Context: an optimization exercise on an open-source flow, tuned for small area and a short achievable clock period. The choices shown serve that exercise and are no tape-out recipe.
Power and IR drop assume default switching activity. No driver is modelled on the clock port, so clocking that relies on it looks cheaper here than on a real chip.

== build 69 ==
==> flow/design.v <==
`timescale 1ns / 1ps
module ambilight (
    input clk,           
    input rst,           
    input [23:0] rbg,    
    input vde,           
    input vsync,         
    output led_data      
    );
    localparam N = 39;           
    localparam W = 14;           
    reg rst_r;                   
    always @(posedge clk) rst_r <= rst;
    reg d_vsync, d_valid;
    reg [6:0] hs, vs;
    reg [4:0] hp;
    reg [3:0] vp;
    wire rise = vsync & ~d_vsync;
    wire fall = ~vsync & d_vsync;
    wire lend = d_valid & ~vde;
    wire [6:0] hsb = rst_r ? 7'd0 : hs;
    wire [4:0] hpb = rst_r ? 5'd0 : hp;
    wire [6:0] vsb = rst_r ? 7'd0 : vs;
    wire [3:0] vpb = rst_r ? 4'd0 : vp;
    wire [6:0] hs_inc = (hsb == 100) ? 7'd0 : hsb + 1'b1;
    wire [4:0] hp_inc = (hsb == 100 && hpb != 19) ? hpb + 1'b1 : hpb;
    wire [6:0] vs_inc = (vsb == 97) ? 7'd0 : vsb + 1'b1;
    wire [3:0] vp_inc = (vsb == 97 && vpb != 11) ? vpb + 1'b1 : vpb;
    always @(posedge clk) begin
      d_vsync <= vsync & ~rst;
      d_valid <= vde & ~rst;
      if (vde) begin
        hs <= hs_inc; hp <= hp_inc;
      end else if (d_valid) begin
        hs <= 0; hp <= 0;
      end else begin
        hs <= hsb; hp <= hpb;
      end
      if (lend) begin
        vs <= vs_inc; vp <= vp_inc;
      end else if (rise) begin
        vs <= 0; vp <= 0;
      end else begin
        vs <= vsb; vp <= vpb;
      end
    end
    wire [6:0] dvl = (vs > 51) ? vs - 7'd51 : 7'd51 - vs;
    wire [6:0] dvr = (vs > 49) ? vs - 7'd49 : 7'd49 - vs;
    wire [6:0] dht = (hs > 50) ? hs - 7'd50 : 7'd50 - hs;
    wire [6:0] dhr = 7'd101 - hs;
    wire in_l = (hp == 0) && (vp <= 10) && (hs < 8) && (dvl < 8) && (hs + dvl < 8);
    wire in_t = (vp == 0) && (hp != 0) && (hp <= 18) && (dht < 8) && (vs < 8) && (dht + vs < 8);
    wire in_r = (hp == 18) && (vp != 0) && (vp <= 10) && (dhr < 8) && (dvr < 8) && (dhr + dvr < 8);
    wire in_any = in_l | in_t | in_r;
    wire [5:0] led1 = in_l ? 6'd10 - vp : in_t ? 6'd10 + hp : 6'd28 + vp;
    reg pv;
    reg [5:0] pled;
    reg [23:0] pix;      
    always @(posedge clk) begin
      pv <= vde & ~rst & ~rst_r & in_any;
      pled <= led1;
      pix <= {rbg[7:0], rbg[23:16], rbg[15:8]};
    end
    reg clr_r;                       
    always @(posedge clk) clr_r <= rst | fall;
    reg [5:0] pos;                   
    reg [5:0] cc;                    
    reg [3*W*N-1:0] ring;            
    wire [3*W-1:0] rin = ring[3*W*N-1 -: 3*W];
    reg st_r;                        
    wire stale = st_r | clr_r;
    wire [5:0] pos_n = (rst_r || pos == N-1) ? 6'd0 : pos + 1'b1;
    wire [5:0] cc_n = clr_r ? 6'd1 : (cc == N) ? cc : cc + 1'b1;
    reg av, bv;
    reg [5:0] aled, bled;
    reg [3*W-1:0] asum;              
    reg [32:0] bsum;                 
    reg ma_r, mb_r;                  
    wire ma = ma_r & ~clr_r;
    wire mb = mb_r & ~clr_r;
    wire [3*W-1:0] bsum_w = {3'b0, bsum[32:22], 3'b0, bsum[21:11], 3'b0, bsum[10:0]};
    wire [3*W-1:0] xadd = ma ? asum : mb ? bsum_w : {3*W{1'b0}};
    wire [3*W-1:0] rbase = stale ? {3*W{1'b0}} : rin;
    wire [3*W-1:0] hsum;
    assign hsum[3*W-1 -: W] = rbase[3*W-1 -: W] + xadd[3*W-1 -: W];
    assign hsum[2*W-1 -: W] = rbase[2*W-1 -: W] + xadd[2*W-1 -: W];
    assign hsum[W-1 -: W]   = rbase[W-1 -: W]   + xadd[W-1 -: W];
    wire a_same = av && (aled == pled) && !clr_r;
    wire akeep = pv ? (a_same && !ma) : 1'b1;
    wire [3*W-1:0] abase = akeep ? asum : {3*W{1'b0}};
    wire [23:0] apix = pv ? pix : 24'd0;
    wire [3*W-1:0] anew;
    assign anew[3*W-1 -: W] = abase[3*W-1 -: W] + apix[23:16];
    assign anew[2*W-1 -: W] = abase[2*W-1 -: W] + apix[15:8];
    assign anew[W-1 -: W]   = abase[W-1 -: W]   + apix[7:0];
    wire move = !clr_r && pv && !a_same && av && !ma;      
    wire av_n = pv | (~clr_r & av & ~ma);
    wire [5:0] aled_n = (pv | clr_r) ? pled : aled;
    wire bv_n = ~clr_r & (move | (bv & ~mb));
    wire [5:0] bled_n = move ? aled : bled;
    always @(posedge clk) begin
      pos <= pos_n;
      cc <= cc_n;
      st_r <= (cc_n != N);
      ma_r <= av_n & (aled_n == pos_n);
      mb_r <= bv_n & (bled_n == pos_n);
      ring <= {ring[3*W*(N-1)-1:0], hsum};
      av <= av_n;
      bv <= bv_n;
      asum <= anew;
      if (pv | clr_r) aled <= pled;
      if (move) begin
        bled <= aled;
        bsum <= {asum[3*W-4 -: 11], asum[2*W-4 -: 11], asum[W-4 -: 11]};
      end
    end
    reg [5:0] out_cnt;
    reg rdy;
    reg load_r;
    wire ready = (out_cnt == N) & rdy;
    always @(posedge clk) load_r <= rise & ~rst & (ready | rst_r);
    reg fact;                        
    reg [5:0] fd;                    
    reg [5:0] fcc;                   
    reg fst;                         
    reg flast_r;                     
    reg sav, sbv;
    reg [5:0] saled;
    reg [3*W-1:0] sasum;
    reg sma_r, smb_r;                
    wire fnow = load_r | fact;
    wire [3*W-1:0] sxadd = sma_r ? sasum : smb_r ? bsum_w : {3*W{1'b0}};
    wire [3*W-1:0] sbase = fst ? {3*W{1'b0}} : rin;
    wire [3*W-1:0] fsum;
    assign fsum[3*W-1 -: W] = sbase[3*W-1 -: W] + sxadd[3*W-1 -: W];
    assign fsum[2*W-1 -: W] = sbase[2*W-1 -: W] + sxadd[2*W-1 -: W];
    assign fsum[W-1 -: W]   = sbase[W-1 -: W]   + sxadd[W-1 -: W];
    wire [23:0] fval = {fsum[3*W-1 -: 8], fsum[2*W-1 -: 8], fsum[W-1 -: 8]};
    reg [24*N-1:0] oring;            
    reg hit;                         
    wire [5:0] fcc_n = fnow ? ((fcc == N) ? fcc : fcc + 1'b1) : cc_n;
    wire flast_n = fact & (fd == 1);
    wire sav_n = fnow ? sav : av & ~clr_r;
    wire [5:0] saled_n = fnow ? saled : aled;
    wire sbv_n = fnow ? sbv : bv & ~clr_r;
    always @(posedge clk) begin
      if (rst_r) begin
        fact <= 1'b0;
      end else if (load_r) begin
        fact <= 1'b1; fd <= N-2;
      end else if (fact) begin
        if (fd == 0) fact <= 1'b0;
        fd <= fd - 1'b1;
      end
      fcc <= fcc_n;
      fst <= (fcc_n != N) & ~flast_n;
      flast_r <= flast_n;
      sav <= sav_n; sbv <= sbv_n; saled <= saled_n;
      if (!fnow) sasum <= asum;
      sma_r <= sav_n & (saled_n == pos_n) & ~flast_n;
      smb_r <= sbv_n & (bled == pos_n) & ~flast_n;
      oring <= {oring[24*(N-1)-1:0], fnow ? fval : oring[24*N-1 -: 24]};
      hit <= (pos == cur_led);
    end
    reg trig, t_valid_reg, t_valid, nxt_reg, nxt_s;
    reg [5:0] avg_led;
    wire d_trig_w;
    wire nxt_out_w;
    always @(posedge clk) begin
      if (rst_r) begin
        {t_valid, t_valid_reg} <= 2'b00;
        {nxt_s, nxt_reg} <= 2'b11;
      end else begin
        {t_valid, t_valid_reg} <= {t_valid_reg, d_trig_w};
        {nxt_s, nxt_reg} <= {nxt_reg, nxt_out_w};
      end
      if (rst_r) begin
        out_cnt <= N;
        trig <= 1'b0;
      end else if (load_r) begin
        out_cnt <= 0;
        avg_led <= 0;
        if (nxt_s) trig <= 1'b1;
      end else if (out_cnt < N) begin
        avg_led <= out_cnt;
        if (nxt_s) trig <= 1'b1;
        if (t_valid && trig) begin
          trig <= 1'b0;
          out_cnt <= out_cnt + 1'b1;
        end
      end else
        out_cnt <= N;
    end
    localparam IDLE=3'd0, TRANS=3'd1, TRANSX=3'd2, UPDATE=3'd4, FIN=3'd5;
    reg [2:0] state;
    reg [15:0] counter;
    reg chg;
    reg i_out;
    reg dg_trig_reg, dg_trig, d_trig;
    reg [4:0] idx;
    reg [5:0] buf_led, cur_led;
    reg cur_bit;
    reg buf_up;
    reg nxt;
    reg [2:0] state_n;
    reg i_next;
    assign led_data = i_out;
    assign d_trig_w = d_trig;
    assign nxt_out_w = nxt & ~d_trig;
    always @(*) rdy = (state == IDLE);
    wire capture = ~d_trig & dg_trig & (nxt | rdy);
    always @(posedge clk) begin
      if (rst_r) {dg_trig, dg_trig_reg} <= 2'b00;
      else {dg_trig, dg_trig_reg} <= {dg_trig_reg, trig};
      if (rst_r) nxt <= 1'b1;
      else if (capture) begin
        buf_led <= avg_led;
        nxt <= 1'b0;
      end else if (buf_up) nxt <= 1'b1;
      if (rst_r) d_trig <= 1'b0;
      else d_trig <= dg_trig;
      if (hit) cur_bit <= oring[idx];
    end
    always @(*) begin
      state_n = state;
      if (rst_r) state_n = IDLE;
      else case (state)
        IDLE:   if (!nxt) state_n = TRANS;
        TRANS:  state_n = TRANSX;
        TRANSX: if (counter >= 16'd182 + cur_bit) state_n = UPDATE;
        UPDATE: if (idx == 0) begin
                  if (!nxt) state_n = TRANS;
                  else if (counter > 16'd3713) state_n = FIN;
                end else state_n = TRANS;
        FIN:    if (counter > 16'd55687) state_n = IDLE;
        default: ;
      endcase
    end
    always @(*) begin
      i_next = 1'b0;
      if (!rst_r && state == TRANSX)
        i_next = (counter < 16'd59) | ((counter < 16'd119) & cur_bit);
    end
    always @(posedge clk) begin
      counter <= chg ? 16'd0 : counter + 1'b1;
      chg <= (state_n != state);
      state <= state_n;
      i_out <= i_next & ~rst;
      buf_up <= 1'b0;
      if (rst_r) begin
        idx <= 5'd23;
      end else begin
        case (state)
          IDLE: begin
            if (!nxt) begin
              cur_led <= buf_led; buf_up <= 1'b1; idx <= 5'd23;
            end
          end
          UPDATE: begin
            if (idx == 0) begin
              if (!nxt) begin
                idx <= 5'd23; cur_led <= buf_led; buf_up <= 1'b1;
              end
            end else idx <= idx - 1'b1;
          end
          FIN: buf_up <= 1'b1;
          default: ;
        endcase
      end
    end
endmodule
export LEC_CHECK = 0
export CAP_MARGIN = 40
export CORE_MARGIN = 2
export CORE_UTILIZATION = 40
export SLEW_MARGIN = 40
create_clock -name core_clock -period 20.0 [get_ports {clk}]
standard.sh (not shown) runs the stock make flow with config.mk's settings and CLKGATE_MAP_FILE= SYNTH_SCRIPT=/design/flow/synth_recipe.tcl, a recipe that flattens the netlist after the stock synthesis.
==> flow/flow/run.sh <==
#!/bin/bash
bash standard.sh "BUFFER_PORTS_ARGS=-buffer_cell sky130_fd_sc_hd__buf_4" "CTS_ARGS=-sink_clustering_enable -repair_clock_nets -sink_clustering_size 36 -sink_clustering_max_diameter 80 -buf_list sky130_fd_sc_hd__clkbuf_16 -dont_use_dummy_load" finish > standard.log 2>&1
Every stage of the flow completed for build 69, and the final layout passed the timing, DRC and antenna checks.
> inputs changed (build 69 -> trial 94)
--- a/flow/design.v
+++ b/flow/design.v
@@ -9,6 +9,17 @@
     );
     localparam N = 39;           
     localparam W = 14;           
+    function automatic [13:0] radd(input [13:0] a, input [13:0] b);
+      integer i;
+      reg c;
+      begin
+        c = 1'b0;
+        for (i = 0; i < 14; i = i + 1) begin
+          radd[i] = a[i] ^ b[i] ^ c;
+          c = (a[i] & b[i]) | (a[i] & c) | (b[i] & c);
+        end
+      end
+    endfunction
     reg rst_r;                   
     always @(posedge clk) rst_r <= rst;
     reg d_vsync, d_valid;
@@ -82,17 +93,17 @@
     wire [3*W-1:0] xadd = ma ? asum : mb ? bsum_w : {3*W{1'b0}};
     wire [3*W-1:0] rbase = stale ? {3*W{1'b0}} : rin;
     wire [3*W-1:0] hsum;
-    assign hsum[3*W-1 -: W] = rbase[3*W-1 -: W] + xadd[3*W-1 -: W];
-    assign hsum[2*W-1 -: W] = rbase[2*W-1 -: W] + xadd[2*W-1 -: W];
-    assign hsum[W-1 -: W]   = rbase[W-1 -: W]   + xadd[W-1 -: W];
+    assign hsum[3*W-1 -: W] = radd(rbase[3*W-1 -: W], xadd[3*W-1 -: W]);
+    assign hsum[2*W-1 -: W] = radd(rbase[2*W-1 -: W], xadd[2*W-1 -: W]);
+    assign hsum[W-1 -: W] = radd(rbase[W-1 -: W], xadd[W-1 -: W]);
     wire a_same = av && (aled == pled) && !clr_r;
     wire akeep = pv ? (a_same && !ma) : 1'b1;
     wire [3*W-1:0] abase = akeep ? asum : {3*W{1'b0}};
     wire [23:0] apix = pv ? pix : 24'd0;
     wire [3*W-1:0] anew;
-    assign anew[3*W-1 -: W] = abase[3*W-1 -: W] + apix[23:16];
-    assign anew[2*W-1 -: W] = abase[2*W-1 -: W] + apix[15:8];
-    assign anew[W-1 -: W]   = abase[W-1 -: W]   + apix[7:0];
+    assign anew[3*W-1 -: W] = radd(abase[3*W-1 -: W], {6'd0, apix[23:16]});
+    assign anew[2*W-1 -: W] = radd(abase[2*W-1 -: W], {6'd0, apix[15:8]});
+    assign anew[W-1 -: W] = radd(abase[W-1 -: W], {6'd0, apix[7:0]});
     wire move = !clr_r && pv && !a_same && av && !ma;      
     wire av_n = pv | (~clr_r & av & ~ma);
     wire [5:0] aled_n = (pv | clr_r) ? pled : aled;
@@ -132,9 +143,9 @@
     wire [3*W-1:0] sxadd = sma_r ? sasum : smb_r ? bsum_w : {3*W{1'b0}};
     wire [3*W-1:0] sbase = fst ? {3*W{1'b0}} : rin;
     wire [3*W-1:0] fsum;
-    assign fsum[3*W-1 -: W] = sbase[3*W-1 -: W] + sxadd[3*W-1 -: W];
-    assign fsum[2*W-1 -: W] = sbase[2*W-1 -: W] + sxadd[2*W-1 -: W];
-    assign fsum[W-1 -: W]   = sbase[W-1 -: W]   + sxadd[W-1 -: W];
+    assign fsum[3*W-1 -: W] = radd(sbase[3*W-1 -: W], sxadd[3*W-1 -: W]);
+    assign fsum[2*W-1 -: W] = radd(sbase[2*W-1 -: W], sxadd[2*W-1 -: W]);
+    assign fsum[W-1 -: W] = radd(sbase[W-1 -: W], sxadd[W-1 -: W]);
     wire [23:0] fval = {fsum[3*W-1 -: 8], fsum[2*W-1 -: 8], fsum[W-1 -: 8]};
     reg [24*N-1:0] oring;            
     reg hit;                         
[summary]
Trial 94 reached the end of the flow, and the finished layout is clean on the timing, DRC and antenna checks.
Between trial 94 and build 69, initial core utilization is higher for build 69, trial 94 comes in under that.
Build 69 → trial 94: count of inverters not on the clock network in the layout moved down; met1 usage in global routing decreased 0.89 points.
Summary of trial 94 over build 69: static power due to leakage lower; met2 layer usage reported by global route fell 0.93 points.
For the power per standard cell area, trial 94 came in 2.1 nW/um2 lower than build 69 did.
On trial 94: filler cell count in the final layout is about 2.2% lower than what build 69 gave.
Total wirelength of the detailed-routed design: trial 94 lower than build 69
Trial 94 ended with less number of different library cells in the post-synthesis netlist than build 69.
Compared to build 69, trial 94 shows a narrower setup margin.
The via count reported for trial 94 is lower than the one for build 69.
Going from build 69 to trial 94, post-layout instance area lower, number of buffers inserted for hold repair after clock tree synthesis roughly the same.
Function was not checked in any run of this note: the RTL went through the layout flow alone.

## static timing again, ports no longer ideal
No port has a modelled driver above. Below, the same layouts with a new extraction and two added sets of constraints. Step 1 assumes that a clkbuf_16 drives the clock port and a buf_2 every other input. Step 2 times the ports against the registers' clock, not the clock port: input delays grow and output delays shrink by t, the midpoint of the rising clock arrivals with the driver on. Slacks: ideal ports / drivers / drivers and shift; pairs: ideal ports / drivers.
run | t (ns) | setup WS [ns] | clock arrival spread, ns
build 69 | 0.769 | 14.879 / 14.806 / 14.733 | 0.114 / 0.114
trial 94 | 0.752 | 13.725 / 13.725 / 13.725 | 0.130 / 0.129
After both steps setup and hold are still met in every run listed. For build 69, which loses most, drivers alone change the setup slack by -0.073 ns; drivers and shift together by -0.146 ns.
